Background: an optimization exercise with open tools, aiming at small area and a short achievable clock period. Do not read the settings as production practice.
Where RTL was checked, it was by simulation tests only, not by an equivalence proof against the original.
For run 2, only the layout was checked, not whether the RTL still works.
Power is estimated from default activity; no workload was simulated.

## flow/design.v (module list and top-level ports; edited modules follow where they fit)
// module fpga_top: 949 lines
module fpga_top (clk, rstn, addr, we, dx, dw, dt, out);
  // ...
==> flow/flow/run.sh <==
#!/bin/bash
# The standard layout with three changes:
#  1. after the standard synthesis, invpush.py flips full adders (and xor/xnor
#     gates) to remove most inverters between them (same function, same registers);
#  2. the port buffers are sky130_fd_sc_hd__buf_1;
#  3. timing repair aims at a shorter period (SETUP_SLACK_MARGIN);
#  4. clock tree of clkbuf_8 without dummy loads.
set -euo pipefail
MARGIN=${MARGIN:-7}
bash standard.sh synth > flow_synth.log 2>&1
R=orfs/results/sky130hd/fpga_top/base
cp $R/1_2_yosys.v $R/1_2_yosys.standard.v
python3 flow/invpush.py $R/1_2_yosys.standard.v $R/1_2_yosys.v > flow_invpush.log 2>&1
rm -f $R/1_synth.odb $R/1_synth.sdc
bash standard.sh "BUFFER_PORTS_ARGS=-buffer_cell sky130_fd_sc_hd__buf_1" SETUP_SLACK_MARGIN=$MARGIN "CTS_ARGS=-sink_clustering_enable -repair_clock_nets -dont_use_dummy_load -buf_list sky130_fd_sc_hd__clkbuf_8" finish > flow_layout.log 2>&1
==> flow/flow/invpush.py <==
#!/usr/bin/env python3
"""Rewrite a mapped Yosys netlist so that fewer inverters sit between full adders.

A full adder is self-dual: FA(~a,~b,~c) = (~sum, ~cout).  So any sky130 fa cell may be
"flipped": it then computes the complement of its old outputs from the complement of its
old inputs.  This script chooses which full adders to flip so that the fewest signals need
an inverter, removes every inverter of the netlist and adds back one inverter per signal
that still needs its complement.  Registers, ports and all other cells are untouched.

usage: invpush.py IN.v OUT.v
"""
import re, sys, random

src = open(sys.argv[1]).read()
inst_re = re.compile(r'^  (sky130_fd_sc_hd__\w+) (\S+)\s*\((.*?)\n  \);\n', re.S | re.M)
pin_re = re.compile(r'\.(\w+)\(([^()]*?)\)')

insts = []
for m in inst_re.finditer(src):
    typ, name, body = m.group(1), m.group(2), m.group(3)
    pins = [(p, n.strip()) for p, n in pin_re.findall(body)]
    insts.append(dict(typ=typ, name=name, pins=pins, span=m.span()))

OUTPINS = {'X', 'Y', 'Q', 'Q_N', 'SUM', 'COUT', 'HI', 'LO'}
def is_inv(t): return re.fullmatch(r'sky130_fd_sc_hd__(clk)?inv_\d+', t) is not None
def is_fa(t): return re.fullmatch(r'sky130_fd_sc_hd__fa_\d+', t) is not None
def is_x(t): return re.fullmatch(r'sky130_fd_sc_hd__x(n)?or2_\d+', t) is not None
def is_flip(t): return is_fa(t) or is_x(t)

# output ports
outports = set()
for m in re.finditer(r'^\s*output\s+(\[[^\]]*\]\s*)?(\w+);', src, re.M):
    outports.add(m.group(2))
def base(n):
    return re.sub(r'\s*\[\d+\]\s*$', '', n).lstrip('\\').strip()

driver = {}
for i, c in enumerate(insts):
    for p, n in c['pins']:
        if p in OUTPINS:
            driver[n] = (i, p)

inv_of = {}  # net driven by an inverter -> its input net
for c in insts:
    if is_inv(c['typ']):
        d = dict(c['pins'])
        inv_of[d['Y']] = d['A']
# an inverter driving a port stays; keep it simple: refuse
for y in inv_of:
    if base(y) in outports:
        sys.exit('inverter drives an output port: ' + y)

def root(n):
    q = 0
    while n in inv_of:
        n = inv_of[n]; q ^= 1
    return n, q

fas = [i for i, c in enumerate(insts) if is_flip(c['typ'])]
faidx = {i: k for k, i in enumerate(fas)}
x = [0] * len(fas)

# loads: (root, q, fa_k or None)
loads = {}
for i, c in enumerate(insts):
    if is_inv(c['typ']):
        continue
    for p, n in c['pins']:
        if p in OUTPINS or n == '' or n.startswith("1'") or n == 'clk':
            continue
        r, q = root(n)
        loads.setdefault(r, []).append((q, faidx.get(i) if is_fa(c['typ']) else None, i, p))
# output port nets driven through inverters: none (checked)

def drvflip(r):
    d = driver.get(r)
    if d is not None and d[0] in faidx:
        return faidx[d[0]]
    return None

roots = list(loads)
rdrv = {r: drvflip(r) for r in roots}
# roots touching each fa
touch = [[] for _ in fas]
for r in roots:
    s = set()
    if rdrv[r] is not None: s.add(rdrv[r])
    for q, k, i, p in loads[r]:
        if k is not None: s.add(k)
    for k in s: touch[k].append(r)

def cost_root(r):
    d = rdrv[r]
    dp = x[d] if d is not None else 0
    for q, k, i, p in loads[r]:
        e = x[k] if k is not None else 0
        if q ^ e ^ dp:
            return 1
    return 0

def total():
    return sum(cost_root(r) for r in roots)

before = sum(1 for c in insts if is_inv(c['typ']))
best = total()
random.seed(1)
import math
cur = best
bestx = list(x)
T = 2.0
n = len(fas)
iters = 400000
for it in range(iters):
    T = 2.0 * (1 - it / iters) + 0.01
    k = random.randrange(n)
    old = sum(cost_root(r) for r in touch[k])
    x[k] ^= 1
    new = sum(cost_root(r) for r in touch[k])
    dlt = new - old
    if dlt <= 0 or random.random() < math.exp(-dlt / T):
        cur += dlt
        if cur < best:
            best = cur; bestx = list(x)
    else:
        x[k] ^= 1
x[:] = bestx
after = total()

# rewrite
out = []
pos = 0
newinv = []
need = {r for r in roots if cost_root(r)}
invnet = {r: f'_invp{j}_' for j, r in enumerate(sorted(need))}
repl = {}
for i, c in enumerate(insts):
    if is_inv(c['typ']):
        repl[i] = ''
        continue
    changed = False
    pins = []
    for p, n in c['pins']:
        if p in OUTPINS or n == '' or n.startswith("1'") or n == 'clk':
            pins.append((p, n)); continue
        r, q = root(n)
        d = rdrv[r]
        dp = x[d] if d is not None else 0
        e = x[faidx[i]] if (i in faidx and is_fa(c['typ'])) else 0
        nn = invnet[r] if (q ^ e ^ dp) else r
        pins.append((p, nn))
    typ = c['typ']
    if is_x(typ) and x[faidx[i]]:
        # xor2 drives X, xnor2 drives Y
        if 'xnor2' in typ:
            typ = typ.replace('xnor2', 'xor2'); pins = [('X' if p == 'Y' else p, n) for p, n in pins]
        else:
            typ = typ.replace('xor2', 'xnor2'); pins = [('Y' if p == 'X' else p, n) for p, n in pins]
    body = ',\n'.join(f'    .{p}({n} )' if n.startswith('\\') else f'    .{p}({n})' for p, n in pins)
    repl[i] = f"  {typ} {c['name']} (\n{body}\n  );\n"
for r in sorted(need):
    newinv.append(f"  sky130_fd_sc_hd__inv_1 {invnet[r]}cell (\n    .A({r + ' ' if r.startswith(chr(92)) else r}),\n    .Y({invnet[r]})\n  );\n")
for i, c in enumerate(insts):
    a, b = c['span']
    out.append(src[pos:a]); out.append(repl[i]); pos = b
rest = src[pos:]
k = rest.rfind('endmodule')
rest = rest[:k] + ''.join(newinv) + rest[k:]
out.append(rest)
text = ''.join(out)
# declare the new wires
decl = ''.join(f'  wire {invnet[r]};\n' for r in sorted(need))
text = re.sub(r'(\n  output out;\n  wire out;\n)', lambda m: m.group(1) + decl, text, count=1) if decl else text
assert all(f'wire {invnet[r]};' in text for r in need)
open(sys.argv[2], 'w').write(text)
print(f'invpush: {len(fas)} full adders and xors, {sum(x)} flipped; inverters {before} -> {len(need)}', file=sys.stderr)
==> flow/standard.sh <==
#!/bin/bash
# synth_recipe.tcl (not shown) runs the flow's synth.tcl, then flattens the netlist and writes it again
# the make line also repeats each setting of config.mk as NAME=value (left out here)
make -C /OpenROAD-flow-scripts/flow DESIGN_CONFIG=/design/flow/config.mk WORK_HOME=/design/flow/orfs CLKGATE_MAP_FILE= SYNTH_SCRIPT=/design/flow/synth_recipe.tcl "${@:-finish}"
==> flow/config.mk <==
export PLATFORM = sky130hd
export DESIGN_NAME = fpga_top
export DESIGN_NICKNAME = fpga_top
export VERILOG_FILES = /design/flow/design.v
export SDC_FILE = /design/flow/constraint.sdc
export NUM_CORES = 4
export LEC_CHECK = 0
export CAP_MARGIN = 20
export CORE_MARGIN = 2
export CORE_UTILIZATION = 40
export SLEW_MARGIN = 20
==> flow/constraint.sdc <==
create_clock -name core_clock -period 10.0 [get_ports {clk}]
set_input_delay 2.0000 -clock core_clock [delete_from_list [all_inputs] [get_ports {clk}]]
set_output_delay 2.0000 -clock core_clock [all_outputs]
set_load 0.01 [all_outputs]
==> results.py, run 1 <==
metrics = {
    "critical_path": {
        "reg2reg_depth": 5,
        "cp_slowest_stage_delay_ps": 360,
        "endpoint_kind": "primary output",
        "r2r_slack_ps": 7040,
    },
    "cells_and_area": {
        "num-nonclk-inverters": 41,
        "most-common-layout-cells": "buf_1 (509), xor2_1 (232), dfxtp_1 (213), fa_1 (210), edfxtp_1 (203)",
        "signal_buffers": 545,
        "layout.area.top_class": "multi-input gates",
    },
    "floorplanning": {
        "ioPinCount": 535,
        "core_area_um2": 52600,
    },
    "grt": {
        "grt_pass1_wl_um": 92400,
        "antenna_found_initial": 16,
        "met1_usage": 0.331,
    },
    "sta": {
        "finalCriticalPeriod_ps": 3070,
        "relSlewSlack": 0.267,
        "final_hold_viol_count": 0,
        "fin_crit_sh": 0.307,
        "rsz0062_at_grt": "true",
    },
    "power": {
        "clock_power_w": 0.00124,
        "p_sw_frac": 0.390,
        "internal-power_w": 0.00532,
    },
    "routing": {
        "vias": 12866,
        "wl_met3_um": 6140,
        "first_pass_iters": 5,
        "wl_met1_um": 28400,
    },
    "clock_network": {
        "cts_hold_buf": 0,
        "cts.clk_slew.worst_paths_ps": 50,
        "cts_max_level": 3,
    },
    "hold_path": {
        "hp-start": "wv1$_DFF_P_",
    },
    "synthesis": {
        "mappedNetlistArea_um2": 21300,
    },
    "place": {
        "finalWeightedCongestion": 0.889,
    },
    "run_status": {
        "status": "no timing/DRC/antenna violations",
    },
}
==> module fpga_top, before the edit <==
module fpga_top (clk, rstn, addr, we, dx, dw, dt, out);
  input clk;
  input we;
  input [255:0] dx;
  input [255:0] dw;
  input [15:0] dt;
  input [2:0] addr;
  input rstn;
  output out;
  wire [255:0] mm = dx ^ dw;
  wire s1, c2;
  wire s3, c4;
  wire s5, c6;
  wire s7, c8;
  wire s9, c10;
  wire s11, c12;
  wire s13, c14;
  wire s15, c16;
  wire s17, c18;
  wire s19, c20;
  wire s21, c22;
  wire s23, c24;
  wire s25, c26;
  wire s27, c28;
  wire s29, c30;
  wire s31, c32;
  wire s33, c34;
  wire s35, c36;
  wire s37, c38;
  wire s39, c40;
  wire s41, c42;
  wire s43, c44;
  wire s45, c46;
  wire s47, c48;
  wire s49, c50;
  wire s51, c52;
  wire s53, c54;
  wire s55, c56;
  wire s57, c58;
  wire s59, c60;
  wire s61, c62;
  wire s63, c64;
  wire s65, c66;
  wire s67, c68;
  wire s69, c70;
  wire s71, c72;
  wire s73, c74;
  wire s75, c76;
  wire s77, c78;
  wire s79, c80;
  wire s81, c82;
  wire s83, c84;
  wire s85, c86;
  wire s87, c88;
  wire s89, c90;
  wire s91, c92;
  wire s93, c94;
  wire s95, c96;
  wire s97, c98;
  wire s99, c100;
  wire s101, c102;
  wire s103, c104;
  wire s105, c106;
  wire s107, c108;
  wire s109, c110;
  wire s111, c112;
  wire s113, c114;
  wire s115, c116;
  wire s117, c118;
  wire s119, c120;
  wire s121, c122;
  wire s123, c124;
  wire s125, c126;
  wire s127, c128;
  wire s129, c130;
  wire s131, c132;
  wire s133, c134;
  wire s135, c136;
  wire s137, c138;
  wire s139, c140;
  wire s141, c142;
  wire s143, c144;
  wire s145, c146;
  wire s147, c148;
  wire s149, c150;
  wire s151, c152;
  wire s153, c154;
  wire s155, c156;
  wire s157, c158;
  wire s159, c160;
  wire s161, c162;
  wire s163, c164;
  wire s165, c166;
  wire s167, c168;
  wire s169, c170;
  wire s171, c172;
  wire s173, c174;
  wire s175, c176;
  wire s177, c178;
  wire s179, c180;
  wire s181, c182;
  wire s183, c184;
  wire s185, c186;
  wire s187, c188;
  wire s189, c190;
  wire s191, c192;
  wire s193, c194;
  wire s195, c196;
  wire s197, c198;
  wire s199, c200;
  wire s201, c202;
  wire s203, c204;
  wire s205, c206;
  wire s207, c208;
  wire s209, c210;
  wire s211, c212;
  wire s213, c214;
  wire s215, c216;
  wire s217, c218;
  wire s219, c220;
  wire s221, c222;
  wire s223, c224;
  wire s225, c226;
  wire s227, c228;
  wire s229, c230;
  wire s231, c232;
  wire s233, c234;
  wire s235, c236;
  wire s237, c238;
  wire s239, c240;
  wire s241, c242;
  wire s243, c244;
  wire s245, c246;
  wire s247, c248;
  wire s249, c250;
  wire s251, c252;
  wire s253, c254;
  wire s255, c256;
  wire s257, c258;
  wire s259, c260;
  wire s261, c262;
  wire s263, c264;
  wire s265, c266;
  wire s267, c268;
  wire s269, c270;
  wire s271, c272;
  wire s273, c274;
  wire s275, c276;
  wire s277, c278;
  wire s279, c280;
  wire s281, c282;
  wire s283, c284;
  reg [114:0] p1;
  wire s285, c286;
  wire s287, c288;
  wire s289, c290;
  wire s291, c292;
  wire s293, c294;
  wire s295, c296;
  wire s297, c298;
  wire s299, c300;
  wire s301, c302;
  wire s303, c304;
  wire s305, c306;
  wire s307, c308;
  wire s309, c310;
  wire s311, c312;
  wire s313, c314;
  wire s315, c316;
  wire s317, c318;
  wire s319, c320;
  wire s321, c322;
  wire s323, c324;
  wire s325, c326;
  wire s327, c328;
  wire s329, c330;
  wire s331, c332;
  wire s333, c334;
  wire s335, c336;
  wire s337, c338;
  wire s339, c340;
  wire s341, c342;
  wire s343, c344;
  wire s345, c346;
  wire s347, c348;
  wire s349, c350;
  wire s351, c352;
  wire s353, c354;
  wire s355, c356;
  wire s357, c358;
  wire s359, c360;
  wire s361, c362;
  wire s363, c364;
  wire s365, c366;
  wire s367, c368;
  wire s369, c370;
  wire s371, c372;
  wire s373, c374;
  wire s375, c376;
  wire s377, c378;
  wire s379, c380;
  wire s381, c382;
  wire s383, c384;
  wire s385, c386;
  wire s387, c388;
  wire s389, c390;
  wire s391, c392;
  wire s393, c394;
  wire s395, c396;
  wire s397, c398;
  wire s399, c400;
  wire s401, c402;
  wire s403, c404;
  wire s405, c406;
  wire s407, c408;
  wire s409, c410;
  wire s411, c412;
  wire s413, c414;
  wire s415, c416;
  wire s417, c418;
  wire s419, c420;
  wire s421, c422;
  wire s423, c424;
  wire s425, c426;
  wire s427, c428;
  wire s429, c430;
  wire s431, c432;
  wire s433, c434;
  wire s435, c436;
  wire s437, c438;
  wire s439, c440;
  wire s441, c442;
  wire s443, c444;
  wire s445, c446;
  wire s447, c448;
  wire s449, c450;
  wire s451, c452;
  wire s453, c454;
  wire s455, c456;
  wire s457, c458;
  wire s459, c460;
  wire s461, c462;
  wire s463, c464;
  wire s465, c466;
  wire s467, c468;
  wire s469, c470;
  wire s471, c472;
  wire s473, c474;
  wire s475, c476;
  wire s477, c478;
  wire s479, c480;
  wire s481, c482;
  wire s483, c484;
  wire s485, c486;
  reg [19:0] p2;
  wire s487, c488;
  wire s489, c490;
  wire s491, c492;
  wire s493, c494;
  wire s495, c496;
  wire s497, c498;
  wire s499, c500;
  wire s501, c502;
  reg [8:0] p3;
  reg [15:0] wt1;
  reg wv1; reg [2:0] wa1;
  reg wv2; reg [2:0] wa2;
  reg wv3; reg [2:0] wa3;
  assign s1 = mm[0] ^ mm[1] ^ mm[2];
  assign c2 = (mm[0] & mm[1]) | (mm[0] & mm[2]) | (mm[1] & mm[2]);
  assign s3 = mm[3] ^ mm[4] ^ mm[5];
  assign c4 = (mm[3] & mm[4]) | (mm[3] & mm[5]) | (mm[4] & mm[5]);
  assign s5 = mm[6] ^ mm[7] ^ mm[8];
  assign c6 = (mm[6] & mm[7]) | (mm[6] & mm[8]) | (mm[7] & mm[8]);
  assign s7 = mm[9] ^ mm[10] ^ mm[11];
  assign c8 = (mm[9] & mm[10]) | (mm[9] & mm[11]) | (mm[10] & mm[11]);
  assign s9 = mm[12] ^ mm[13] ^ mm[14];
  assign c10 = (mm[12] & mm[13]) | (mm[12] & mm[14]) | (mm[13] & mm[14]);
  assign s11 = mm[15] ^ mm[16] ^ mm[17];
  assign c12 = (mm[15] & mm[16]) | (mm[15] & mm[17]) | (mm[16] & mm[17]);
  assign s13 = mm[18] ^ mm[19] ^ mm[20];
  assign c14 = (mm[18] & mm[19]) | (mm[18] & mm[20]) | (mm[19] & mm[20]);
  assign s15 = mm[21] ^ mm[22] ^ mm[23];
  assign c16 = (mm[21] & mm[22]) | (mm[21] & mm[23]) | (mm[22] & mm[23]);
  assign s17 = mm[24] ^ mm[25] ^ mm[26];
  assign c18 = (mm[24] & mm[25]) | (mm[24] & mm[26]) | (mm[25] & mm[26]);
  assign s19 = mm[27] ^ mm[28] ^ mm[29];
  assign c20 = (mm[27] & mm[28]) | (mm[27] & mm[29]) | (mm[28] & mm[29]);
  assign s21 = mm[30] ^ mm[31] ^ mm[32];
  assign c22 = (mm[30] & mm[31]) | (mm[30] & mm[32]) | (mm[31] & mm[32]);
  assign s23 = mm[33] ^ mm[34] ^ mm[35];
  assign c24 = (mm[33] & mm[34]) | (mm[33] & mm[35]) | (mm[34] & mm[35]);
  assign s25 = mm[36] ^ mm[37] ^ mm[38];
  assign c26 = (mm[36] & mm[37]) | (mm[36] & mm[38]) | (mm[37] & mm[38]);
  assign s27 = mm[39] ^ mm[40] ^ mm[41];
  assign c28 = (mm[39] & mm[40]) | (mm[39] & mm[41]) | (mm[40] & mm[41]);
  assign s29 = mm[42] ^ mm[43] ^ mm[44];
  assign c30 = (mm[42] & mm[43]) | (mm[42] & mm[44]) | (mm[43] & mm[44]);
  assign s31 = mm[45] ^ mm[46] ^ mm[47];
  assign c32 = (mm[45] & mm[46]) | (mm[45] & mm[47]) | (mm[46] & mm[47]);
  assign s33 = mm[48] ^ mm[49] ^ mm[50];
  assign c34 = (mm[48] & mm[49]) | (mm[48] & mm[50]) | (mm[49] & mm[50]);
  assign s35 = mm[51] ^ mm[52] ^ mm[53];
  assign c36 = (mm[51] & mm[52]) | (mm[51] & mm[53]) | (mm[52] & mm[53]);
  assign s37 = mm[54] ^ mm[55] ^ mm[56];
  assign c38 = (mm[54] & mm[55]) | (mm[54] & mm[56]) | (mm[55] & mm[56]);
  assign s39 = mm[57] ^ mm[58] ^ mm[59];
  assign c40 = (mm[57] & mm[58]) | (mm[57] & mm[59]) | (mm[58] & mm[59]);
  assign s41 = mm[60] ^ mm[61] ^ mm[62];
  assign c42 = (mm[60] & mm[61]) | (mm[60] & mm[62]) | (mm[61] & mm[62]);
  assign s43 = mm[63] ^ mm[64] ^ mm[65];
  assign c44 = (mm[63] & mm[64]) | (mm[63] & mm[65]) | (mm[64] & mm[65]);
  assign s45 = mm[66] ^ mm[67] ^ mm[68];
  assign c46 = (mm[66] & mm[67]) | (mm[66] & mm[68]) | (mm[67] & mm[68]);
  assign s47 = mm[69] ^ mm[70] ^ mm[71];
  assign c48 = (mm[69] & mm[70]) | (mm[69] & mm[71]) | (mm[70] & mm[71]);
  assign s49 = mm[72] ^ mm[73] ^ mm[74];
  assign c50 = (mm[72] & mm[73]) | (mm[72] & mm[74]) | (mm[73] & mm[74]);
  assign s51 = mm[75] ^ mm[76] ^ mm[77];
  assign c52 = (mm[75] & mm[76]) | (mm[75] & mm[77]) | (mm[76] & mm[77]);
  assign s53 = mm[78] ^ mm[79] ^ mm[80];
  assign c54 = (mm[78] & mm[79]) | (mm[78] & mm[80]) | (mm[79] & mm[80]);
  assign s55 = mm[81] ^ mm[82] ^ mm[83];
  assign c56 = (mm[81] & mm[82]) | (mm[81] & mm[83]) | (mm[82] & mm[83]);
  assign s57 = mm[84] ^ mm[85] ^ mm[86];
  assign c58 = (mm[84] & mm[85]) | (mm[84] & mm[86]) | (mm[85] & mm[86]);
  assign s59 = mm[87] ^ mm[88] ^ mm[89];
  assign c60 = (mm[87] & mm[88]) | (mm[87] & mm[89]) | (mm[88] & mm[89]);
  assign s61 = mm[90] ^ mm[91] ^ mm[92];
  assign c62 = (mm[90] & mm[91]) | (mm[90] & mm[92]) | (mm[91] & mm[92]);
  assign s63 = mm[93] ^ mm[94] ^ mm[95];
  assign c64 = (mm[93] & mm[94]) | (mm[93] & mm[95]) | (mm[94] & mm[95]);
  assign s65 = mm[96] ^ mm[97] ^ mm[98];
  assign c66 = (mm[96] & mm[97]) | (mm[96] & mm[98]) | (mm[97] & mm[98]);
  assign s67 = mm[99] ^ mm[100] ^ mm[101];
  assign c68 = (mm[99] & mm[100]) | (mm[99] & mm[101]) | (mm[100] & mm[101]);
  assign s69 = mm[102] ^ mm[103] ^ mm[104];
  assign c70 = (mm[102] & mm[103]) | (mm[102] & mm[104]) | (mm[103] & mm[104]);
  assign s71 = mm[105] ^ mm[106] ^ mm[107];
  assign c72 = (mm[105] & mm[106]) | (mm[105] & mm[107]) | (mm[106] & mm[107]);
  assign s73 = mm[108] ^ mm[109] ^ mm[110];
  assign c74 = (mm[108] & mm[109]) | (mm[108] & mm[110]) | (mm[109] & mm[110]);
  assign s75 = mm[111] ^ mm[112] ^ mm[113];
  assign c76 = (mm[111] & mm[112]) | (mm[111] & mm[113]) | (mm[112] & mm[113]);
  assign s77 = mm[114] ^ mm[115] ^ mm[116];
  assign c78 = (mm[114] & mm[115]) | (mm[114] & mm[116]) | (mm[115] & mm[116]);
  assign s79 = mm[117] ^ mm[118] ^ mm[119];
  assign c80 = (mm[117] & mm[118]) | (mm[117] & mm[119]) | (mm[118] & mm[119]);
  assign s81 = mm[120] ^ mm[121] ^ mm[122];
  assign c82 = (mm[120] & mm[121]) | (mm[120] & mm[122]) | (mm[121] & mm[122]);
  assign s83 = mm[123] ^ mm[124] ^ mm[125];
  assign c84 = (mm[123] & mm[124]) | (mm[123] & mm[125]) | (mm[124] & mm[125]);
  assign s85 = mm[126] ^ mm[127] ^ mm[128];
  assign c86 = (mm[126] & mm[127]) | (mm[126] & mm[128]) | (mm[127] & mm[128]);
  assign s87 = mm[129] ^ mm[130] ^ mm[131];
  assign c88 = (mm[129] & mm[130]) | (mm[129] & mm[131]) | (mm[130] & mm[131]);
  assign s89 = mm[132] ^ mm[133] ^ mm[134];
  assign c90 = (mm[132] & mm[133]) | (mm[132] & mm[134]) | (mm[133] & mm[134]);
  assign s91 = mm[135] ^ mm[136] ^ mm[137];
  assign c92 = (mm[135] & mm[136]) | (mm[135] & mm[137]) | (mm[136] & mm[137]);
  assign s93 = mm[138] ^ mm[139] ^ mm[140];
  assign c94 = (mm[138] & mm[139]) | (mm[138] & mm[140]) | (mm[139] & mm[140]);
  assign s95 = mm[141] ^ mm[142] ^ mm[143];
  assign c96 = (mm[141] & mm[142]) | (mm[141] & mm[143]) | (mm[142] & mm[143]);
  assign s97 = mm[144] ^ mm[145] ^ mm[146];
  assign c98 = (mm[144] & mm[145]) | (mm[144] & mm[146]) | (mm[145] & mm[146]);
  assign s99 = mm[147] ^ mm[148] ^ mm[149];
  assign c100 = (mm[147] & mm[148]) | (mm[147] & mm[149]) | (mm[148] & mm[149]);
  assign s101 = mm[150] ^ mm[151] ^ mm[152];
  assign c102 = (mm[150] & mm[151]) | (mm[150] & mm[152]) | (mm[151] & mm[152]);
  assign s103 = mm[153] ^ mm[154] ^ mm[155];
  assign c104 = (mm[153] & mm[154]) | (mm[153] & mm[155]) | (mm[154] & mm[155]);
  assign s105 = mm[156] ^ mm[157] ^ mm[158];
  assign c106 = (mm[156] & mm[157]) | (mm[156] & mm[158]) | (mm[157] & mm[158]);
  assign s107 = mm[159] ^ mm[160] ^ mm[161];
  assign c108 = (mm[159] & mm[160]) | (mm[159] & mm[161]) | (mm[160] & mm[161]);
  assign s109 = mm[162] ^ mm[163] ^ mm[164];
  assign c110 = (mm[162] & mm[163]) | (mm[162] & mm[164]) | (mm[163] & mm[164]);
  assign s111 = mm[165] ^ mm[166] ^ mm[167];
  assign c112 = (mm[165] & mm[166]) | (mm[165] & mm[167]) | (mm[166] & mm[167]);
  assign s113 = mm[168] ^ mm[169] ^ mm[170];
  assign c114 = (mm[168] & mm[169]) | (mm[168] & mm[170]) | (mm[169] & mm[170]);
  assign s115 = mm[171] ^ mm[172] ^ mm[173];
  assign c116 = (mm[171] & mm[172]) | (mm[171] & mm[173]) | (mm[172] & mm[173]);
  assign s117 = mm[174] ^ mm[175] ^ mm[176];
  assign c118 = (mm[174] & mm[175]) | (mm[174] & mm[176]) | (mm[175] & mm[176]);
  assign s119 = mm[177] ^ mm[178] ^ mm[179];
  assign c120 = (mm[177] & mm[178]) | (mm[177] & mm[179]) | (mm[178] & mm[179]);
  assign s121 = mm[180] ^ mm[181] ^ mm[182];
  assign c122 = (mm[180] & mm[181]) | (mm[180] & mm[182]) | (mm[181] & mm[182]);
  assign s123 = mm[183] ^ mm[184] ^ mm[185];
  assign c124 = (mm[183] & mm[184]) | (mm[183] & mm[185]) | (mm[184] & mm[185]);
  assign s125 = mm[186] ^ mm[187] ^ mm[188];
  assign c126 = (mm[186] & mm[187]) | (mm[186] & mm[188]) | (mm[187] & mm[188]);
  assign s127 = mm[189] ^ mm[190] ^ mm[191];
  assign c128 = (mm[189] & mm[190]) | (mm[189] & mm[191]) | (mm[190] & mm[191]);
  assign s129 = mm[192] ^ mm[193] ^ mm[194];
  assign c130 = (mm[192] & mm[193]) | (mm[192] & mm[194]) | (mm[193] & mm[194]);
  assign s131 = mm[195] ^ mm[196] ^ mm[197];
  assign c132 = (mm[195] & mm[196]) | (mm[195] & mm[197]) | (mm[196] & mm[197]);
  assign s133 = mm[198] ^ mm[199] ^ mm[200];
  assign c134 = (mm[198] & mm[199]) | (mm[198] & mm[200]) | (mm[199] & mm[200]);
  assign s135 = mm[201] ^ mm[202] ^ mm[203];
  assign c136 = (mm[201] & mm[202]) | (mm[201] & mm[203]) | (mm[202] & mm[203]);
  assign s137 = mm[204] ^ mm[205] ^ mm[206];
  assign c138 = (mm[204] & mm[205]) | (mm[204] & mm[206]) | (mm[205] & mm[206]);
  assign s139 = mm[207] ^ mm[208] ^ mm[209];
  assign c140 = (mm[207] & mm[208]) | (mm[207] & mm[209]) | (mm[208] & mm[209]);
  assign s141 = mm[210] ^ mm[211] ^ mm[212];
  assign c142 = (mm[210] & mm[211]) | (mm[210] & mm[212]) | (mm[211] & mm[212]);
  assign s143 = mm[213] ^ mm[214] ^ mm[215];
  assign c144 = (mm[213] & mm[214]) | (mm[213] & mm[215]) | (mm[214] & mm[215]);
  assign s145 = mm[216] ^ mm[217] ^ mm[218];
  assign c146 = (mm[216] & mm[217]) | (mm[216] & mm[218]) | (mm[217] & mm[218]);
  assign s147 = mm[219] ^ mm[220] ^ mm[221];
  assign c148 = (mm[219] & mm[220]) | (mm[219] & mm[221]) | (mm[220] & mm[221]);
  assign s149 = mm[222] ^ mm[223] ^ mm[224];
  assign c150 = (mm[222] & mm[223]) | (mm[222] & mm[224]) | (mm[223] & mm[224]);
  assign s151 = mm[225] ^ mm[226] ^ mm[227];
  assign c152 = (mm[225] & mm[226]) | (mm[225] & mm[227]) | (mm[226] & mm[227]);
  assign s153 = mm[228] ^ mm[229] ^ mm[230];
  assign c154 = (mm[228] & mm[229]) | (mm[228] & mm[230]) | (mm[229] & mm[230]);
  assign s155 = mm[231] ^ mm[232] ^ mm[233];
  assign c156 = (mm[231] & mm[232]) | (mm[231] & mm[233]) | (mm[232] & mm[233]);
  assign s157 = mm[234] ^ mm[235] ^ mm[236];
  assign c158 = (mm[234] & mm[235]) | (mm[234] & mm[236]) | (mm[235] & mm[236]);
  assign s159 = mm[237] ^ mm[238] ^ mm[239];
  assign c160 = (mm[237] & mm[238]) | (mm[237] & mm[239]) | (mm[238] & mm[239]);
  assign s161 = mm[240] ^ mm[241] ^ mm[242];
  assign c162 = (mm[240] & mm[241]) | (mm[240] & mm[242]) | (mm[241] & mm[242]);
  assign s163 = mm[243] ^ mm[244] ^ mm[245];
  assign c164 = (mm[243] & mm[244]) | (mm[243] & mm[245]) | (mm[244] & mm[245]);
  assign s165 = mm[246] ^ mm[247] ^ mm[248];
  assign c166 = (mm[246] & mm[247]) | (mm[246] & mm[248]) | (mm[247] & mm[248]);
  assign s167 = mm[249] ^ mm[250] ^ mm[251];
  assign c168 = (mm[249] & mm[250]) | (mm[249] & mm[251]) | (mm[250] & mm[251]);
  assign s169 = mm[252] ^ mm[253] ^ mm[254];
  assign c170 = (mm[252] & mm[253]) | (mm[252] & mm[254]) | (mm[253] & mm[254]);
  assign s171 = s1 ^ s3 ^ s5;
  assign c172 = (s1 & s3) | (s1 & s5) | (s3 & s5);
  assign s173 = s7 ^ s9 ^ s11;
  assign c174 = (s7 & s9) | (s7 & s11) | (s9 & s11);
  assign s175 = s13 ^ s15 ^ s17;
  assign c176 = (s13 & s15) | (s13 & s17) | (s15 & s17);
  assign s177 = s19 ^ s21 ^ s23;
  assign c178 = (s19 & s21) | (s19 & s23) | (s21 & s23);
  assign s179 = s25 ^ s27 ^ s29;
  assign c180 = (s25 & s27) | (s25 & s29) | (s27 & s29);
  assign s181 = s31 ^ s33 ^ s35;
  assign c182 = (s31 & s33) | (s31 & s35) | (s33 & s35);
  assign s183 = s37 ^ s39 ^ s41;
  assign c184 = (s37 & s39) | (s37 & s41) | (s39 & s41);
  assign s185 = s43 ^ s45 ^ s47;
  assign c186 = (s43 & s45) | (s43 & s47) | (s45 & s47);
  assign s187 = s49 ^ s51 ^ s53;
  assign c188 = (s49 & s51) | (s49 & s53) | (s51 & s53);
  assign s189 = s55 ^ s57 ^ s59;
  assign c190 = (s55 & s57) | (s55 & s59) | (s57 & s59);
  assign s191 = s61 ^ s63 ^ s65;
  assign c192 = (s61 & s63) | (s61 & s65) | (s63 & s65);
  assign s193 = s67 ^ s69 ^ s71;
  assign c194 = (s67 & s69) | (s67 & s71) | (s69 & s71);
  assign s195 = s73 ^ s75 ^ s77;
  assign c196 = (s73 & s75) | (s73 & s77) | (s75 & s77);
  assign s197 = s79 ^ s81 ^ s83;
  assign c198 = (s79 & s81) | (s79 & s83) | (s81 & s83);
  assign s199 = s85 ^ s87 ^ s89;
  assign c200 = (s85 & s87) | (s85 & s89) | (s87 & s89);
  assign s201 = s91 ^ s93 ^ s95;
  assign c202 = (s91 & s93) | (s91 & s95) | (s93 & s95);
  assign s203 = s97 ^ s99 ^ s101;
  assign c204 = (s97 & s99) | (s97 & s101) | (s99 & s101);
  assign s205 = s103 ^ s105 ^ s107;
  assign c206 = (s103 & s105) | (s103 & s107) | (s105 & s107);
  assign s207 = s109 ^ s111 ^ s113;
  assign c208 = (s109 & s111) | (s109 & s113) | (s111 & s113);
  assign s209 = s115 ^ s117 ^ s119;
  assign c210 = (s115 & s117) | (s115 & s119) | (s117 & s119);
  assign s211 = s121 ^ s123 ^ s125;
  assign c212 = (s121 & s123) | (s121 & s125) | (s123 & s125);
  assign s213 = s127 ^ s129 ^ s131;
  assign c214 = (s127 & s129) | (s127 & s131) | (s129 & s131);
  assign s215 = s133 ^ s135 ^ s137;
  assign c216 = (s133 & s135) | (s133 & s137) | (s135 & s137);
  assign s217 = s139 ^ s141 ^ s143;
  assign c218 = (s139 & s141) | (s139 & s143) | (s141 & s143);
  assign s219 = s145 ^ s147 ^ s149;
  assign c220 = (s145 & s147) | (s145 & s149) | (s147 & s149);
  assign s221 = s151 ^ s153 ^ s155;
  assign c222 = (s151 & s153) | (s151 & s155) | (s153 & s155);
  assign s223 = s157 ^ s159 ^ s161;
  assign c224 = (s157 & s159) | (s157 & s161) | (s159 & s161);
  assign s225 = s163 ^ s165 ^ s167;
  assign c226 = (s163 & s165) | (s163 & s167) | (s165 & s167);
  assign s227 = s169 ^ mm[255];
  assign c228 = s169 & mm[255];
  assign s229 = c2 ^ c4 ^ c6;
  assign c230 = (c2 & c4) | (c2 & c6) | (c4 & c6);
  assign s231 = c8 ^ c10 ^ c12;
  assign c232 = (c8 & c10) | (c8 & c12) | (c10 & c12);
  assign s233 = c14 ^ c16 ^ c18;
  assign c234 = (c14 & c16) | (c14 & c18) | (c16 & c18);
  assign s235 = c20 ^ c22 ^ c24;
  assign c236 = (c20 & c22) | (c20 & c24) | (c22 & c24);
  assign s237 = c26 ^ c28 ^ c30;
  assign c238 = (c26 & c28) | (c26 & c30) | (c28 & c30);
  assign s239 = c32 ^ c34 ^ c36;
  assign c240 = (c32 & c34) | (c32 & c36) | (c34 & c36);
  assign s241 = c38 ^ c40 ^ c42;
  assign c242 = (c38 & c40) | (c38 & c42) | (c40 & c42);
  assign s243 = c44 ^ c46 ^ c48;
  assign c244 = (c44 & c46) | (c44 & c48) | (c46 & c48);
  assign s245 = c50 ^ c52 ^ c54;
  assign c246 = (c50 & c52) | (c50 & c54) | (c52 & c54);
  assign s247 = c56 ^ c58 ^ c60;
  assign c248 = (c56 & c58) | (c56 & c60) | (c58 & c60);
  assign s249 = c62 ^ c64 ^ c66;
  assign c250 = (c62 & c64) | (c62 & c66) | (c64 & c66);
  assign s251 = c68 ^ c70 ^ c72;
  assign c252 = (c68 & c70) | (c68 & c72) | (c70 & c72);
  assign s253 = c74 ^ c76 ^ c78;
  assign c254 = (c74 & c76) | (c74 & c78) | (c76 & c78);
  assign s255 = c80 ^ c82 ^ c84;
  assign c256 = (c80 & c82) | (c80 & c84) | (c82 & c84);
  assign s257 = c86 ^ c88 ^ c90;
  assign c258 = (c86 & c88) | (c86 & c90) | (c88 & c90);
  assign s259 = c92 ^ c94 ^ c96;
  assign c260 = (c92 & c94) | (c92 & c96) | (c94 & c96);
  assign s261 = c98 ^ c100 ^ c102;
  assign c262 = (c98 & c100) | (c98 & c102) | (c100 & c102);
  assign s263 = c104 ^ c106 ^ c108;
  assign c264 = (c104 & c106) | (c104 & c108) | (c106 & c108);
  assign s265 = c110 ^ c112 ^ c114;
  assign c266 = (c110 & c112) | (c110 & c114) | (c112 & c114);
  assign s267 = c116 ^ c118 ^ c120;
  assign c268 = (c116 & c118) | (c116 & c120) | (c118 & c120);
  assign s269 = c122 ^ c124 ^ c126;
  assign c270 = (c122 & c124) | (c122 & c126) | (c124 & c126);
  assign s271 = c128 ^ c130 ^ c132;
  assign c272 = (c128 & c130) | (c128 & c132) | (c130 & c132);
  assign s273 = c134 ^ c136 ^ c138;
  assign c274 = (c134 & c136) | (c134 & c138) | (c136 & c138);
  assign s275 = c140 ^ c142 ^ c144;
  assign c276 = (c140 & c142) | (c140 & c144) | (c142 & c144);
  assign s277 = c146 ^ c148 ^ c150;
  assign c278 = (c146 & c148) | (c146 & c150) | (c148 & c150);
  assign s279 = c152 ^ c154 ^ c156;
  assign c280 = (c152 & c154) | (c152 & c156) | (c154 & c156);
  assign s281 = c158 ^ c160 ^ c162;
  assign c282 = (c158 & c160) | (c158 & c162) | (c160 & c162);
  assign s283 = c164 ^ c166 ^ c168;
  assign c284 = (c164 & c166) | (c164 & c168) | (c166 & c168);
  assign s285 = p1[0] ^ p1[1] ^ p1[2];
  assign c286 = (p1[0] & p1[1]) | (p1[0] & p1[2]) | (p1[1] & p1[2]);
  assign s287 = p1[3] ^ p1[4] ^ p1[5];
  assign c288 = (p1[3] & p1[4]) | (p1[3] & p1[5]) | (p1[4] & p1[5]);
  assign s289 = p1[6] ^ p1[7] ^ p1[8];
  assign c290 = (p1[6] & p1[7]) | (p1[6] & p1[8]) | (p1[7] & p1[8]);
  assign s291 = p1[9] ^ p1[10] ^ p1[11];
  assign c292 = (p1[9] & p1[10]) | (p1[9] & p1[11]) | (p1[10] & p1[11]);
  assign s293 = p1[12] ^ p1[13] ^ p1[14];
  assign c294 = (p1[12] & p1[13]) | (p1[12] & p1[14]) | (p1[13] & p1[14]);
  assign s295 = p1[15] ^ p1[16] ^ p1[17];
  assign c296 = (p1[15] & p1[16]) | (p1[15] & p1[17]) | (p1[16] & p1[17]);
  assign s297 = p1[18] ^ p1[19] ^ p1[20];
  assign c298 = (p1[18] & p1[19]) | (p1[18] & p1[20]) | (p1[19] & p1[20]);
  assign s299 = p1[21] ^ p1[22] ^ p1[23];
  assign c300 = (p1[21] & p1[22]) | (p1[21] & p1[23]) | (p1[22] & p1[23]);
  assign s301 = p1[24] ^ p1[25] ^ p1[26];
  assign c302 = (p1[24] & p1[25]) | (p1[24] & p1[26]) | (p1[25] & p1[26]);
  assign s303 = p1[27] ^ p1[28];
  assign c304 = p1[27] & p1[28];
  assign s305 = p1[29] ^ p1[30] ^ p1[31];
  assign c306 = (p1[29] & p1[30]) | (p1[29] & p1[31]) | (p1[30] & p1[31]);
  assign s307 = p1[32] ^ p1[33] ^ p1[34];
  assign c308 = (p1[32] & p1[33]) | (p1[32] & p1[34]) | (p1[33] & p1[34]);
  assign s309 = p1[35] ^ p1[36] ^ p1[37];
  assign c310 = (p1[35] & p1[36]) | (p1[35] & p1[37]) | (p1[36] & p1[37]);
  assign s311 = p1[38] ^ p1[39] ^ p1[40];
  assign c312 = (p1[38] & p1[39]) | (p1[38] & p1[40]) | (p1[39] & p1[40]);
  assign s313 = p1[41] ^ p1[42] ^ p1[43];
  assign c314 = (p1[41] & p1[42]) | (p1[41] & p1[43]) | (p1[42] & p1[43]);
  assign s315 = p1[44] ^ p1[45] ^ p1[46];
  assign c316 = (p1[44] & p1[45]) | (p1[44] & p1[46]) | (p1[45] & p1[46]);
  assign s317 = p1[47] ^ p1[48] ^ p1[49];
  assign c318 = (p1[47] & p1[48]) | (p1[47] & p1[49]) | (p1[48] & p1[49]);
  assign s319 = p1[50] ^ p1[51] ^ p1[52];
  assign c320 = (p1[50] & p1[51]) | (p1[50] & p1[52]) | (p1[51] & p1[52]);
  assign s321 = p1[53] ^ p1[54] ^ p1[55];
  assign c322 = (p1[53] & p1[54]) | (p1[53] & p1[55]) | (p1[54] & p1[55]);
  assign s323 = p1[56] ^ p1[57] ^ p1[58];
  assign c324 = (p1[56] & p1[57]) | (p1[56] & p1[58]) | (p1[57] & p1[58]);
  assign s325 = p1[59] ^ p1[60] ^ p1[61];
  assign c326 = (p1[59] & p1[60]) | (p1[59] & p1[61]) | (p1[60] & p1[61]);
  assign s327 = p1[62] ^ p1[63] ^ p1[64];
  assign c328 = (p1[62] & p1[63]) | (p1[62] & p1[64]) | (p1[63] & p1[64]);
  assign s329 = p1[65] ^ p1[66] ^ p1[67];
  assign c330 = (p1[65] & p1[66]) | (p1[65] & p1[67]) | (p1[66] & p1[67]);
  assign s331 = p1[68] ^ p1[69] ^ p1[70];
  assign c332 = (p1[68] & p1[69]) | (p1[68] & p1[70]) | (p1[69] & p1[70]);
  assign s333 = p1[71] ^ p1[72] ^ p1[73];
  assign c334 = (p1[71] & p1[72]) | (p1[71] & p1[73]) | (p1[72] & p1[73]);
  assign s335 = p1[74] ^ p1[75] ^ p1[76];
  assign c336 = (p1[74] & p1[75]) | (p1[74] & p1[76]) | (p1[75] & p1[76]);
  assign s337 = p1[77] ^ p1[78] ^ p1[79];
  assign c338 = (p1[77] & p1[78]) | (p1[77] & p1[79]) | (p1[78] & p1[79]);
  assign s339 = p1[80] ^ p1[81] ^ p1[82];
  assign c340 = (p1[80] & p1[81]) | (p1[80] & p1[82]) | (p1[81] & p1[82]);
  assign s341 = p1[83] ^ p1[84] ^ p1[85];
  assign c342 = (p1[83] & p1[84]) | (p1[83] & p1[85]) | (p1[84] & p1[85]);
  assign s343 = p1[87] ^ p1[88] ^ p1[89];
  assign c344 = (p1[87] & p1[88]) | (p1[87] & p1[89]) | (p1[88] & p1[89]);
  assign s345 = p1[90] ^ p1[91] ^ p1[92];
  assign c346 = (p1[90] & p1[91]) | (p1[90] & p1[92]) | (p1[91] & p1[92]);
  assign s347 = p1[93] ^ p1[94] ^ p1[95];
  assign c348 = (p1[93] & p1[94]) | (p1[93] & p1[95]) | (p1[94] & p1[95]);
  assign s349 = p1[96] ^ p1[97] ^ p1[98];
  assign c350 = (p1[96] & p1[97]) | (p1[96] & p1[98]) | (p1[97] & p1[98]);
  assign s351 = p1[99] ^ p1[100] ^ p1[101];
  assign c352 = (p1[99] & p1[100]) | (p1[99] & p1[101]) | (p1[100] & p1[101]);
  assign s353 = p1[102] ^ p1[103] ^ p1[104];
  assign c354 = (p1[102] & p1[103]) | (p1[102] & p1[104]) | (p1[103] & p1[104]);
  assign s355 = p1[105] ^ p1[106] ^ p1[107];
  assign c356 = (p1[105] & p1[106]) | (p1[105] & p1[107]) | (p1[106] & p1[107]);
  assign s357 = p1[108] ^ p1[109] ^ p1[110];
  assign c358 = (p1[108] & p1[109]) | (p1[108] & p1[110]) | (p1[109] & p1[110]);
  assign s359 = p1[111] ^ p1[112] ^ p1[113];
  assign c360 = (p1[111] & p1[112]) | (p1[111] & p1[113]) | (p1[112] & p1[113]);
  assign s361 = s285 ^ s287 ^ s289;
  assign c362 = (s285 & s287) | (s285 & s289) | (s287 & s289);
  assign s363 = s291 ^ s293 ^ s295;
  assign c364 = (s291 & s293) | (s291 & s295) | (s293 & s295);
  assign s365 = s297 ^ s299 ^ s301;
  assign c366 = (s297 & s299) | (s297 & s301) | (s299 & s301);
  assign s367 = c286 ^ c288 ^ c290;
  assign c368 = (c286 & c288) | (c286 & c290) | (c288 & c290);
  assign s369 = c292 ^ c294 ^ c296;
  assign c370 = (c292 & c294) | (c292 & c296) | (c294 & c296);
  assign s371 = c298 ^ c300 ^ c302;
  assign c372 = (c298 & c300) | (c298 & c302) | (c300 & c302);
  assign s373 = c304 ^ s305 ^ s307;
  assign c374 = (c304 & s305) | (c304 & s307) | (s305 & s307);
  assign s375 = s309 ^ s311 ^ s313;
  assign c376 = (s309 & s311) | (s309 & s313) | (s311 & s313);
  assign s377 = s315 ^ s317 ^ s319;
  assign c378 = (s315 & s317) | (s315 & s319) | (s317 & s319);
  assign s379 = s321 ^ s323 ^ s325;
  assign c380 = (s321 & s323) | (s321 & s325) | (s323 & s325);
  assign s381 = s327 ^ s329 ^ s331;
  assign c382 = (s327 & s329) | (s327 & s331) | (s329 & s331);
  assign s383 = s333 ^ s335 ^ s337;
  assign c384 = (s333 & s335) | (s333 & s337) | (s335 & s337);
  assign s385 = s339 ^ s341 ^ p1[86];
  assign c386 = (s339 & s341) | (s339 & p1[86]) | (s341 & p1[86]);
  assign s387 = c306 ^ c308 ^ c310;
  assign c388 = (c306 & c308) | (c306 & c310) | (c308 & c310);
  assign s389 = c312 ^ c314 ^ c316;
  assign c390 = (c312 & c314) | (c312 & c316) | (c314 & c316);
  assign s391 = c318 ^ c320 ^ c322;
  assign c392 = (c318 & c320) | (c318 & c322) | (c320 & c322);
  assign s393 = c324 ^ c326 ^ c328;
  assign c394 = (c324 & c326) | (c324 & c328) | (c326 & c328);
  assign s395 = c330 ^ c332 ^ c334;
  assign c396 = (c330 & c332) | (c330 & c334) | (c332 & c334);
  assign s397 = c336 ^ c338 ^ c340;
  assign c398 = (c336 & c338) | (c336 & c340) | (c338 & c340);
  assign s399 = c342 ^ s343 ^ s345;
  assign c400 = (c342 & s343) | (c342 & s345) | (s343 & s345);
  assign s401 = s347 ^ s349 ^ s351;
  assign c402 = (s347 & s349) | (s347 & s351) | (s349 & s351);
  assign s403 = s353 ^ s355 ^ s357;
  assign c404 = (s353 & s355) | (s353 & s357) | (s355 & s357);
  assign s405 = s359 ^ p1[114];
  assign c406 = s359 & p1[114];
  assign s407 = c344 ^ c346 ^ c348;
  assign c408 = (c344 & c346) | (c344 & c348) | (c346 & c348);
  assign s409 = c350 ^ c352 ^ c354;
  assign c410 = (c350 & c352) | (c350 & c354) | (c352 & c354);
  assign s411 = c356 ^ c358 ^ c360;
  assign c412 = (c356 & c358) | (c356 & c360) | (c358 & c360);
  assign s413 = s361 ^ s363 ^ s365;
  assign c414 = (s361 & s363) | (s361 & s365) | (s363 & s365);
  assign s415 = c362 ^ c364 ^ c366;
  assign c416 = (c362 & c364) | (c362 & c366) | (c364 & c366);
  assign s417 = s367 ^ s369 ^ s371;
  assign c418 = (s367 & s369) | (s367 & s371) | (s369 & s371);
  assign s419 = s373 ^ s375 ^ s377;
  assign c420 = (s373 & s375) | (s373 & s377) | (s375 & s377);
  assign s421 = s379 ^ s381 ^ s383;
  assign c422 = (s379 & s381) | (s379 & s383) | (s381 & s383);
  assign s423 = c368 ^ c370 ^ c372;
  assign c424 = (c368 & c370) | (c368 & c372) | (c370 & c372);
  assign s425 = c374 ^ c376 ^ c378;
  assign c426 = (c374 & c376) | (c374 & c378) | (c376 & c378);
  assign s427 = c380 ^ c382 ^ c384;
  assign c428 = (c380 & c382) | (c380 & c384) | (c382 & c384);
  assign s429 = c386 ^ s387 ^ s389;
  assign c430 = (c386 & s387) | (c386 & s389) | (s387 & s389);
  assign s431 = s391 ^ s393 ^ s395;
  assign c432 = (s391 & s393) | (s391 & s395) | (s393 & s395);
  assign s433 = s397 ^ s399 ^ s401;
  assign c434 = (s397 & s399) | (s397 & s401) | (s399 & s401);
  assign s435 = s403 ^ s405;
  assign c436 = s403 & s405;
  assign s437 = c388 ^ c390 ^ c392;
  assign c438 = (c388 & c390) | (c388 & c392) | (c390 & c392);
  assign s439 = c394 ^ c396 ^ c398;
  assign c440 = (c394 & c396) | (c394 & c398) | (c396 & c398);
  assign s441 = c400 ^ c402 ^ c404;
  assign c442 = (c400 & c402) | (c400 & c404) | (c402 & c404);
  assign s443 = c406 ^ s407 ^ s409;
  assign c444 = (c406 & s407) | (c406 & s409) | (s407 & s409);
  assign s445 = c408 ^ c410 ^ c412;
  assign c446 = (c408 & c410) | (c408 & c412) | (c410 & c412);
  assign s447 = c414 ^ s415 ^ s417;
  assign c448 = (c414 & s415) | (c414 & s417) | (s415 & s417);
  assign s449 = s419 ^ s421 ^ s385;
  assign c450 = (s419 & s421) | (s419 & s385) | (s421 & s385);
  assign s451 = c416 ^ c418 ^ c420;
  assign c452 = (c416 & c418) | (c416 & c420) | (c418 & c420);
  assign s453 = c422 ^ s423 ^ s425;
  assign c454 = (c422 & s423) | (c422 & s425) | (s423 & s425);
  assign s455 = s427 ^ s429 ^ s431;
  assign c456 = (s427 & s429) | (s427 & s431) | (s429 & s431);
  assign s457 = s433 ^ s435;
  assign c458 = s433 & s435;
  assign s459 = c424 ^ c426 ^ c428;
  assign c460 = (c424 & c426) | (c424 & c428) | (c426 & c428);
  assign s461 = c430 ^ c432 ^ c434;
  assign c462 = (c430 & c432) | (c430 & c434) | (c432 & c434);
  assign s463 = c436 ^ s437 ^ s439;
  assign c464 = (c436 & s437) | (c436 & s439) | (s437 & s439);
  assign s465 = s441 ^ s443 ^ s411;
  assign c466 = (s441 & s443) | (s441 & s411) | (s443 & s411);
  assign s467 = c438 ^ c440 ^ c442;
  assign c468 = (c438 & c440) | (c438 & c442) | (c440 & c442);
  assign s469 = c444 ^ s445;
  assign c470 = c444 & s445;
  assign s471 = c448 ^ c450 ^ s451;
  assign c472 = (c448 & c450) | (c448 & s451) | (c450 & s451);
  assign s473 = s453 ^ s455 ^ s457;
  assign c474 = (s453 & s455) | (s453 & s457) | (s455 & s457);
  assign s475 = c452 ^ c454 ^ c456;
  assign c476 = (c452 & c454) | (c452 & c456) | (c454 & c456);
  assign s477 = c458 ^ s459 ^ s461;
  assign c478 = (c458 & s459) | (c458 & s461) | (s459 & s461);
  assign s479 = s463 ^ s465;
  assign c480 = s463 & s465;
  assign s481 = c460 ^ c462 ^ c464;
  assign c482 = (c460 & c462) | (c460 & c464) | (c462 & c464);
  assign s483 = c466 ^ s467 ^ s469;
  assign c484 = (c466 & s467) | (c466 & s469) | (s467 & s469);
  assign s485 = c468 ^ c470 ^ c446;
  assign c486 = (c468 & c470) | (c468 & c446) | (c470 & c446);
  assign s487 = p2[6] ^ p2[7] ^ p2[8];
  assign c488 = (p2[6] & p2[7]) | (p2[6] & p2[8]) | (p2[7] & p2[8]);
  assign s489 = p2[9] ^ p2[10];
  assign c490 = p2[9] & p2[10];
  assign s491 = p2[11] ^ p2[12] ^ p2[13];
  assign c492 = (p2[11] & p2[12]) | (p2[11] & p2[13]) | (p2[12] & p2[13]);
  assign s493 = p2[14] ^ p2[15];
  assign c494 = p2[14] & p2[15];
  assign s495 = p2[16] ^ p2[17] ^ p2[18];
  assign c496 = (p2[16] & p2[17]) | (p2[16] & p2[18]) | (p2[17] & p2[18]);
  assign s497 = c488 ^ c490 ^ s491;
  assign c498 = (c488 & c490) | (c488 & s491) | (c490 & s491);
  assign s499 = c492 ^ c494 ^ s495;
  assign c500 = (c492 & c494) | (c492 & s495) | (c494 & s495);
  assign s501 = c500 ^ c496 ^ p2[19];
  assign c502 = (c500 & c496) | (c500 & p2[19]) | (c496 & p2[19]);
  wire [7:0] ra = {c502, s501, c498, s497, s487, p2[4], p2[2], p2[0]};
  wire [7:0] rb = {1'b0, 1'b0, s499, s493, s489, p2[5], p2[3], p2[1]};
  wire [8:0] mcount = ra + rb;
  wire [8:0] pc = 9'd256 - mcount;
  always @(posedge clk) begin
    p1[0] <= s171;
    p1[1] <= s173;
    p1[2] <= s175;
    p1[3] <= s177;
    p1[4] <= s179;
    p1[5] <= s181;
    p1[6] <= s183;
    p1[7] <= s185;
    p1[8] <= s187;
    p1[9] <= s189;
    p1[10] <= s191;
    p1[11] <= s193;
    p1[12] <= s195;
    p1[13] <= s197;
    p1[14] <= s199;
    p1[15] <= s201;
    p1[16] <= s203;
    p1[17] <= s205;
    p1[18] <= s207;
    p1[19] <= s209;
    p1[20] <= s211;
    p1[21] <= s213;
    p1[22] <= s215;
    p1[23] <= s217;
    p1[24] <= s219;
    p1[25] <= s221;
    p1[26] <= s223;
    p1[27] <= s225;
    p1[28] <= s227;
    p1[29] <= c172;
    p1[30] <= c174;
    p1[31] <= c176;
    p1[32] <= c178;
    p1[33] <= c180;
    p1[34] <= c182;
    p1[35] <= c184;
    p1[36] <= c186;
    p1[37] <= c188;
    p1[38] <= c190;
    p1[39] <= c192;
    p1[40] <= c194;
    p1[41] <= c196;
    p1[42] <= c198;
    p1[43] <= c200;
    p1[44] <= c202;
    p1[45] <= c204;
    p1[46] <= c206;
    p1[47] <= c208;
    p1[48] <= c210;
    p1[49] <= c212;
    p1[50] <= c214;
    p1[51] <= c216;
    p1[52] <= c218;
    p1[53] <= c220;
    p1[54] <= c222;
    p1[55] <= c224;
    p1[56] <= c226;
    p1[57] <= c228;
    p1[58] <= s229;
    p1[59] <= s231;
    p1[60] <= s233;
    p1[61] <= s235;
    p1[62] <= s237;
    p1[63] <= s239;
    p1[64] <= s241;
    p1[65] <= s243;
    p1[66] <= s245;
    p1[67] <= s247;
    p1[68] <= s249;
    p1[69] <= s251;
    p1[70] <= s253;
    p1[71] <= s255;
    p1[72] <= s257;
    p1[73] <= s259;
    p1[74] <= s261;
    p1[75] <= s263;
    p1[76] <= s265;
    p1[77] <= s267;
    p1[78] <= s269;
    p1[79] <= s271;
    p1[80] <= s273;
    p1[81] <= s275;
    p1[82] <= s277;
    p1[83] <= s279;
    p1[84] <= s281;
    p1[85] <= s283;
    p1[86] <= c170;
    p1[87] <= c230;
    p1[88] <= c232;
    p1[89] <= c234;
    p1[90] <= c236;
    p1[91] <= c238;
    p1[92] <= c240;
    p1[93] <= c242;
    p1[94] <= c244;
    p1[95] <= c246;
    p1[96] <= c248;
    p1[97] <= c250;
    p1[98] <= c252;
    p1[99] <= c254;
    p1[100] <= c256;
    p1[101] <= c258;
    p1[102] <= c260;
    p1[103] <= c262;
    p1[104] <= c264;
    p1[105] <= c266;
    p1[106] <= c268;
    p1[107] <= c270;
    p1[108] <= c272;
    p1[109] <= c274;
    p1[110] <= c276;
    p1[111] <= c278;
    p1[112] <= c280;
    p1[113] <= c282;
    p1[114] <= c284;
    p2[0] <= s413;
    p2[1] <= s303;
    p2[2] <= s447;
    p2[3] <= s449;
    p2[4] <= s471;
    p2[5] <= s473;
    p2[6] <= c472;
    p2[7] <= c474;
    p2[8] <= s475;
    p2[9] <= s477;
    p2[10] <= s479;
    p2[11] <= c476;
    p2[12] <= c478;
    p2[13] <= c480;
    p2[14] <= s481;
    p2[15] <= s483;
    p2[16] <= c482;
    p2[17] <= c484;
    p2[18] <= s485;
    p2[19] <= c486;
    p3 <= pc;
    wv1 <= we; wa1 <= addr; wt1 <= dt;
    wv2 <= wv1; wa2 <= wa1;
    wv3 <= wv2; wa3 <= wa2;
  end
  reg [8:0]  pmem [0:7];
  reg [15:0] tmem [0:7];
  always @(posedge clk) begin
    if (wv1) tmem[wa1] <= wt1;
    if (wv3) pmem[wa3] <= p3;
  end
  reg [2:0] R;
  reg fresh;
  reg [8:0] XPp;
  reg [15:0] XPt;
  reg [15:0] Sn;
  reg outr;
  wire [15:0] XRt = fresh ? tmem[R] : XPt;
  reg XPpend;
  wire hitP = wv2 && (wa2 == R);
  wire hitF = wv3 && (wa3 == R);
  wire [8:0] XPe = XPpend ? p3 : XPp;
  wire [8:0] XRp = fresh ? (hitF ? p3 : pmem[R]) : XPe;
  always @(posedge clk) XPpend <= fresh && hitP;
  always @(posedge clk) begin
    if (!we) R <= addr;
    fresh <= ~we;
    XPp <= XRp;
    XPt <= XRt;
    if (rstn) begin
      Sn <= 16'd0;
      outr <= 1'b0;
    end else begin
      Sn <= Sn + {7'd0, XPe};
      outr <= Sn > XRt;
    end
  end
  assign out = outr;
endmodule
==> run 2, diff against run 1 <==
--- a/flow/design.v
+++ b/flow/design.v
@@ -262,7 +262,6 @@
   wire s499, c500;
   wire s501, c502;
   reg [8:0] p3;
-  reg [15:0] wt1;
   reg wv1; reg [2:0] wa1;
   reg wv2; reg [2:0] wa2;
   reg wv3; reg [2:0] wa3;
@@ -909,14 +908,14 @@
     p2[18] <= s485;
     p2[19] <= c486;
     p3 <= pc;
-    wv1 <= we; wa1 <= addr; wt1 <= dt;
+    wv1 <= we; wa1 <= addr;
     wv2 <= wv1; wa2 <= wa1;
     wv3 <= wv2; wa3 <= wa2;
   end
   reg [8:0]  pmem [0:7];
   reg [15:0] tmem [0:7];
   always @(posedge clk) begin
-    if (wv1) tmem[wa1] <= wt1;
+    if (we) tmem[addr] <= dt;
     if (wv3) pmem[wa3] <= p3;
   end
   reg [2:0] R;
==> results.py, run 2 <==
metrics = {
    "cells_and_area": {
        "most-common-layout-cells": "buf_1 (519), xor2_1 (231), fa_1 (211), edfxtp_1 (203), dfxtp_1 (198)",
        "n_fill_cell": 4599,
        "multi_input_area_um2": 11000,
        "final_common_cell": "buf_1",
        "largest_reg_flops": 128,
        "largestRegisters": "tmem x128, p1 x115, pmem x72",
        "drive_above_1_share": 0.134,
        "fin_util": 0.486,
        "fin_cells": 2626,
        "area_delta_synth_final_pct": 20.9,
        "seqCellArea_um2": 10200,
        "final_nets": 2760,
        "regMostFlops": "tmem",
    },
    "clock_network": {
        "insertion_delay_ps": 620,
        "cts_tree": "built",
        "cts_made_buffers": 71,
        "cts_hold_buf": 0,
        "cts.clk_slew.worst_paths_ps": 60,
        "cts_max_level": 3,
        "cts_sinks": 406,
        "cts-root-buf": "clkbuf_8",
        "cts_buffer_depth": 3,
    },
    "synthesis": {
        "mappedNetlistArea_um2": 21100,
        "yosys_warnings": 1,
        "synth_nets": 2164,
        "synthCells": 1339,
        "synth.avg_cell_area_um2": 15.7,
    },
    "run_status": {
        "status": "no timing/DRC/antenna violations",
    },
    "critical_path": {
        "critPathArrivalTime_ps": 1030,
        "reg2reg_depth": 7,
        "startpoint": "outr$_SDFF_PP0_",
        "crit_buf_inv": 1,
        "r2r_slack_ps": 7030,
        "path_class": "reg2out",
        "cp_slowest_stage_delay_ps": 320,
        "path_cells": "buf_6",
        "crit_family": "flip-flops",
        "startpoint_type": "register",
        "endpoint_kind": "primary output",
        "r2r-end": "outr$_SDFF_PP0_",
        "cp-endpoint": "out",
        "cpMaxStageDelayCell": "dfxtp_2",
        "cp.depth": 1,
        "cp_max_fo": 1,
        "worstPathRequired_ps": 8000,
    },
    "power": {
        "pwr-share-comb": 0.576,
        "powerDensity_nw_per_um2": 351,
        "p_total_w": 0.00895,
        "switchingPower_w": 0.00357,
        "seqPwrFrac": 0.287,
        "p_sw_frac": 0.400,
        "internal-power_w": 0.00537,
        "p_leak_nw": 9.41,
        "vdd_drop_max_mv": 0.499,
        "clockPowerShare": 0.137,
    },
    "place": {
        "place_inst": 2537,
        "port_buffers": 534,
        "finalWeightedCongestion": 0.942,
        "hpwl_um": 53500,
    },
    "grt": {
        "overflow": 0,
        "antenna_found_initial": 12,
        "grt_pass1_wl_um": 91200,
        "grt_start_max_net_pins": 37,
        "grt_util_all_layers": 0.240,
        "first_global_vias": 14043,
    },
    "routing": {
        "routed_wl_um": 64500,
        "drt.antenna.violating_nets": 0,
        "drtIter0Drc": 785,
        "avgRoutedWirePerCell_um": 24.5,
        "first_pass_iters": 4,
        "viasPerCell": 4.95,
        "drc": 0,
        "vias": 13001,
    },
    "sta": {
        "finalCriticalPeriod_ps": 3030,
        "fmax_mhz": 330,
        "worstMarginPinSlew_ps": 1070,
        "finalSetupViolations": 0,
        "rsz0062_at_grt": "true",
        "slew_violations": 0,
        "clock_skew_ps": 41.1,
        "fin_crit_sh": 0.303,
        "hold_ws_ps": 328,
        "relSlewSlack": 0.282,
        "setup_tns_ps": 0,
        "final_hold_viol_count": 0,
    },
    "floorplanning": {
        "rows": 84,
        "core_area_um2": 52300,
        "die-area_um2": 54500,
        "initial_utilization": 0.402,
        "die-height_um": 233,
        "fp.dieW_um": 233,
        "ioPinCount": 535,
    },
    "job": {
        "maxCapViolCount": 0,
    },
    "hold_path": {
        "hp-class": "reg2reg",
    },
}
## run 2: power groups by stage
stage | sequential (W) | clock (W) | combinational, W
4_1_cts | 0.00257 | 0.00126 | 0.00511
6_report | 0.00257 | 0.00122 | 0.00515
3_5_place_dp | 0.00260 | 0 | 0.00508
3_3_place_gp | 0.00259 | 0 | 0.00493
5_1_grt | 0.00261 | 0.00133 | 0.00592
2_1_floorplan | 0.00249 | 0 | 0.00343
## run 2: final cells by class
type                    instances  share of cell area
diodes                          5            0.000491
well taps                     688              0.0338
multi-input cells             864               0.434
inverters                      42             0.00619
flip-flops and latches        406               0.400
clock buffers                  71              0.0384
repair buffers                550              0.0879
## run 2: what timing repair did
| action | in CTS | in global routing |
|---|---|---|
| pin swaps | 5 | 15 |
| hold endpoints to repair | 0 | 0 |
| gates resized for setup | 23 | 37 |
| setup endpoints to repair | 141 | 66 |
| buffers inserted | 3 | 10 |
## run 2: stage by stage
| step | setup slack (ps) | cell area [µm²] |
|---|---|---|
| 6_report | 6970 | 25500 |
| 2_1_floorplan | 6750 | 21300 |
| 3_5_place_dp | 6060 | 24100 |
| 5_1_grt | 6820 | 25400 |
| 4_1_cts | 6700 | 25200 |
| 3_3_place_gp | 6130 | 24100 |
## run 2: per-layer routing
layer	track usage	routed length, µm	share of wire	up-vias
li1	-	-	-	5760
met1	0.339	27800	0.43	6591
met2	0.372	29800	0.46	529
met3	0.0635	5390	0.084	103
met4	0.0585	1320	0.020	18
met5	0	114	0.0018	-
## run 2: worst min-delay path by stage
stage	startpoint	endpoint	slack (ps)	cells past startpoint
floorplan	wa1[0]$_DFF_P_	wa2[0]$_DFF_P_	310	0
global placement	wv1$_DFF_P_	wv2$_DFF_P_	310	0
detailed placement	wa1[0]$_DFF_P_	wa2[0]$_DFF_P_	320	0
CTS	wa1[0]$_DFF_P_	wa2[0]$_DFF_P_	330	0
global route	wa1[0]$_DFF_P_	wa2[0]$_DFF_P_	330	0
finish	wa1[0]$_DFF_P_	wa2[0]$_DFF_P_	330	0

==> what the ideal ports hide <==
In the flow no input, the clock included, has a driving cell. The finished layouts below were timed again as built, in two steps.
Step 1 assumes that a clkbuf_16 drives the clock port and a buf_2 every other input.
Step 2 also shifts input and output timing later by t, the mid clock arrival at the registers, as if the neighbouring blocks saw the same clock.
Slacks: ideal ports / drivers / drivers and shift; pairs: ideal ports / drivers.
run | t (ns) | setup WS [ns] | hold WS [ns] | worst data-port slew with drivers (ns) | cell pins on the clock port's net
run 1 | 0.651 | 6.934 / 6.883 / 6.360 | 0.355 / 0.355 / 0.355 | 0.18 | 1
run 2 | 0.651 | 6.966 / 6.915 / 6.326 | 0.328 / 0.328 / 0.328 | 0.20 | 1
After both steps setup and hold are still met in every run listed. The setup slack of run 2, which loses most, moves by -0.051 ns with the drivers and by -0.640 ns with both steps.
